Background: an optimization exercise with open tools, aiming at small area and a short achievable clock period. Do not read the settings as production practice.
Where RTL was checked, it was by simulation tests only, not by an equivalence proof against the original.
No activity file was given, so power comes from the tool's default toggle rates.

cedar:
==> flow/design.v <==
`timescale 1ns/1ns
module CAM #(parameter SIZE=32)(
	input 							clock, reset,
	input 							enable,
	input 							command,
	input[31:0]						data,
	input[$clog2(SIZE)-1:0]			write_idx,
	output reg[$clog2(SIZE)-1:0]	read_idx,
	output reg						hit
);
	localparam IW = $clog2(SIZE);
	wire wr = enable & command;
	wire rd = enable & ~command;
	reg [SIZE-1:0] valid;
	wire [SIZE-1:0] match;
	genvar i;
	generate for (i = 0; i < SIZE; i = i + 1) begin : e
		reg [31:0] word;
		always @(posedge clock)
			if (!reset && wr && write_idx == i)
				word <= data;
		assign match[i] = valid[i] && (word == data);
	end endgenerate
	always @(posedge clock)
		if (reset)
			valid <= 0;
		else if (wr)
			valid[write_idx] <= 1'b1;
	reg [IW-1:0] idx;
	integer k;
	always @* begin
		idx = 0;
		for (k = SIZE - 1; k >= 0; k = k - 1)
			if (match[k]) idx = k;
	end
	always @(posedge clock)
		if (reset || !rd) begin
			hit <= 1'b0;
			read_idx <= 0;
		end else begin
			hit <= |match;
			read_idx <= idx;
		end
endmodule
make LEC_CHECK=0 ABC_AREA=1 CAP_MARGIN=20 CORE_MARGIN=2 CORE_UTILIZATION=40 SETUP_SLACK_MARGIN=2.3 SLEW_MARGIN=20 finish   # period 4.5 ns
run.sh (not shown) runs the stock make flow with config.mk's settings and CLKGATE_MAP_FILE= SYNTH_SCRIPT=/design/flow/synth_recipe.tcl, a recipe that flattens the netlist after the stock synthesis.
The inputs of sierra differ from those of cedar as listed below.
==> flow/design.v <==
`timescale 1ns/1ns
module CAM #(parameter SIZE=32)(
	input 							clock, reset,
	input 							enable,
	input 							command,
	input[31:0]						data,
	input[$clog2(SIZE)-1:0]			write_idx,
	output reg[$clog2(SIZE)-1:0]	read_idx,
	output reg						hit
);
	localparam IW = $clog2(SIZE);
	wire wr = enable & command;
	wire rd = enable & ~command;
	reg [SIZE-1:0] valid;
	wire [SIZE-1:0] h0;
	genvar i, l;
	generate for (i = 0; i < SIZE; i = i + 1) begin : e
		reg [31:0] word;
		always @(posedge clock)
			if (!reset && wr && write_idx == i)
				word <= data;
		assign h0[i] = valid[i] && (word == data);
	end endgenerate
	generate for (l = 1; l <= IW; l = l + 1) begin : t
		localparam N = SIZE >> l;
		wire [N-1:0] h;
		wire [N*l-1:0] x;
		for (i = 0; i < N; i = i + 1) begin : n
			wire hl, hh;
			if (l == 1) begin : b
				assign hl = h0[2*i];
				assign hh = h0[2*i+1];
				assign x[i] = !hl && hh;
			end else begin : b
				assign hl = t[l-1].h[2*i];
				assign hh = t[l-1].h[2*i+1];
				assign x[i*l +: l] = hl ? {1'b0, t[l-1].x[(2*i)*(l-1) +: l-1]}
				                        : {hh,   t[l-1].x[(2*i+1)*(l-1) +: l-1]};
			end
			assign h[i] = hl || hh;
		end
	end endgenerate
	always @(posedge clock)
		if (reset || !rd) begin
			hit <= 1'b0;
			read_idx <= 0;
		end else begin
			hit <= t[IW].h[0];
			read_idx <= t[IW].x[IW-1:0];
		end
	always @(posedge clock)
		if (reset)
			valid <= 0;
		else if (wr)
			valid[write_idx] <= 1'b1;
endmodule
Notes after the runs:
- Looking only at worst-case headroom to the max-slew limit, and setting everything else aside, the lower value of sierra and cedar goes to sierra.
- Per the comparison of sierra with cedar, core outline area climbed about 8%; via count of the first global-routing pass climbed 10%.
- Required time at the worst-slack endpoint in sierra is 0.07 ns lower than in cedar
- | largest net degree at the start of global routing | higher: sierra |
- sierra vs. cedar: clock-buffer cell count went up by 2.
- cedar ended up with sky130_fd_sc_hd__edfxtp_1 as its most frequent standard cell in the layout excluding fill and tap cells; sierra ended up with sky130_fd_sc_hd__nand2_1.
- | worst hold slack | sierra vs cedar | worse |
Function not checked in cedar: the RTL went through the layout flow alone.

RTL: one of the versions met above, not the one the previous note started from.
Size in the first run: about 45000 µm² of cells after synthesis.
==> module CAM, before the edit <==
module CAM #(parameter SIZE=32)(
	input 							clock, reset,
	input 							enable,
	input 							command,
	input[31:0]						data,
	input[$clog2(SIZE)-1:0]			write_idx,
	output reg[$clog2(SIZE)-1:0]	read_idx,
	output reg						hit
);
	localparam IW = $clog2(SIZE);
	wire wr = enable & command;
	wire rd = enable & ~command;
	reg [SIZE-1:0] valid;
	wire [SIZE-1:0] h0;
	genvar i, l;
	generate for (i = 0; i < SIZE; i = i + 1) begin : e
		reg [31:0] word;
		always @(posedge clock)
			if (!reset && wr && write_idx == i)
				word <= data;
		assign h0[i] = valid[i] && (word == data);
	end endgenerate
	generate for (l = 1; l <= IW; l = l + 1) begin : t
		localparam N = SIZE >> l;
		wire [N-1:0] h;
		wire [N*l-1:0] x;
		for (i = 0; i < N; i = i + 1) begin : n
			wire hl, hh;
			if (l == 1) begin : b
				assign hl = h0[2*i];
				assign hh = h0[2*i+1];
				assign x[i] = !hl && hh;
			end else begin : b
				assign hl = t[l-1].h[2*i];
				assign hh = t[l-1].h[2*i+1];
				assign x[i*l +: l] = hl ? {1'b0, t[l-1].x[(2*i)*(l-1) +: l-1]}
				                        : {hh,   t[l-1].x[(2*i+1)*(l-1) +: l-1]};
			end
			assign h[i] = hl || hh;
		end
	end endgenerate
	always @(posedge clock)
		if (reset || !rd) begin
			hit <= 1'b0;
			read_idx <= 0;
		end else begin
			hit <= t[IW].h[0];
			read_idx <= t[IW].x[IW-1:0];
		end
	always @(posedge clock)
		if (reset)
			valid <= 0;
		else if (wr)
			valid[write_idx] <= 1'b1;
endmodule
clock: 4.5 ns
lec_check: 0
cap_margin: 20
core_margin: 2
core_utilization: 40
setup_slack_margin: 2.2
slew_margin: 20
Then changed:
==> flow/design.v (replaced) <==
`timescale 1ns/1ns
module CAM #(parameter SIZE=32)(
	input 							clock, reset,
	input 							enable,
	input 							command,
	input[31:0]						data,
	input[$clog2(SIZE)-1:0]			write_idx,
	output reg[$clog2(SIZE)-1:0]	read_idx,
	output reg						hit
);
	localparam IW = $clog2(SIZE);
	wire wr = enable & command;
	wire rd = enable & ~command;
	reg [SIZE-1:0] valid;
	wire [SIZE-1:0] match;
	genvar i;
	generate for (i = 0; i < SIZE; i = i + 1) begin : e
		reg [31:0] word;
		always @(posedge clock)
			if (!reset && wr && write_idx == i)
				word <= data;
		assign match[i] = valid[i] && (word == data);
	end endgenerate
	always @(posedge clock)
		if (reset)
			valid <= 0;
		else if (wr)
			valid[write_idx] <= 1'b1;
	reg [IW-1:0] idx;
	integer k;
	always @* begin
		idx = 0;
		for (k = SIZE - 1; k >= 0; k = k - 1)
			if (match[k]) idx = k;
	end
	always @(posedge clock)
		if (reset || !rd) begin
			hit <= 1'b0;
			read_idx <= 0;
		end else begin
			hit <= |match;
			read_idx <= idx;
		end
endmodule
Cell area goes up slightly. Cell count goes up slightly. Worst setup slack loses 0.024 ns. Clock-buffer cell count goes up by 5. Synthesized area barely changes. Core utilization goes up by 0.74 points. Power goes up slightly. Routed wire length goes up by a few percent. Global-route usage barely changes. Sequential share of layout area goes down by 0.93 points. Via count goes up slightly. Clock skew stays flat. Clock power goes up by a few percent.
No functional check of the RTL was part of the second run of this note.

-- port drivers added, routing unchanged --
Ports are ideal in the flow. The routed layouts listed here were re-timed in OpenROAD. Step 1: set_driving_cell puts a clkbuf_16 on clock and a buf_2 on each other input, an assumption about the parent block. Step 2 moves the port delays by t, midway between the first and last clock arrival at a register: inputs arrive t later, outputs are due t later. That takes back most of the time a late clock gives input paths. Slacks: ideal ports / drivers / drivers and shift; pairs: ideal ports / drivers.
run | shift t [ns] | setup WS [ns] | worst setup path at the end
cedar | 0.773 | 1.051 / 0.958 / 0.185 | input to register
sierra | 0.768 | 2.188 / 2.086 / 1.318 | input to register
the first run of note 2 | 0.760 | 1.657 / 1.677 / 0.917 | input to register
the second run of note 2 | 0.760 | 1.633 / 1.631 / 0.871 | input to register
After both steps setup and hold are still met in every run listed. For sierra, which loses most, drivers alone change the setup slack by -0.102 ns; drivers and shift together by -0.870 ns.
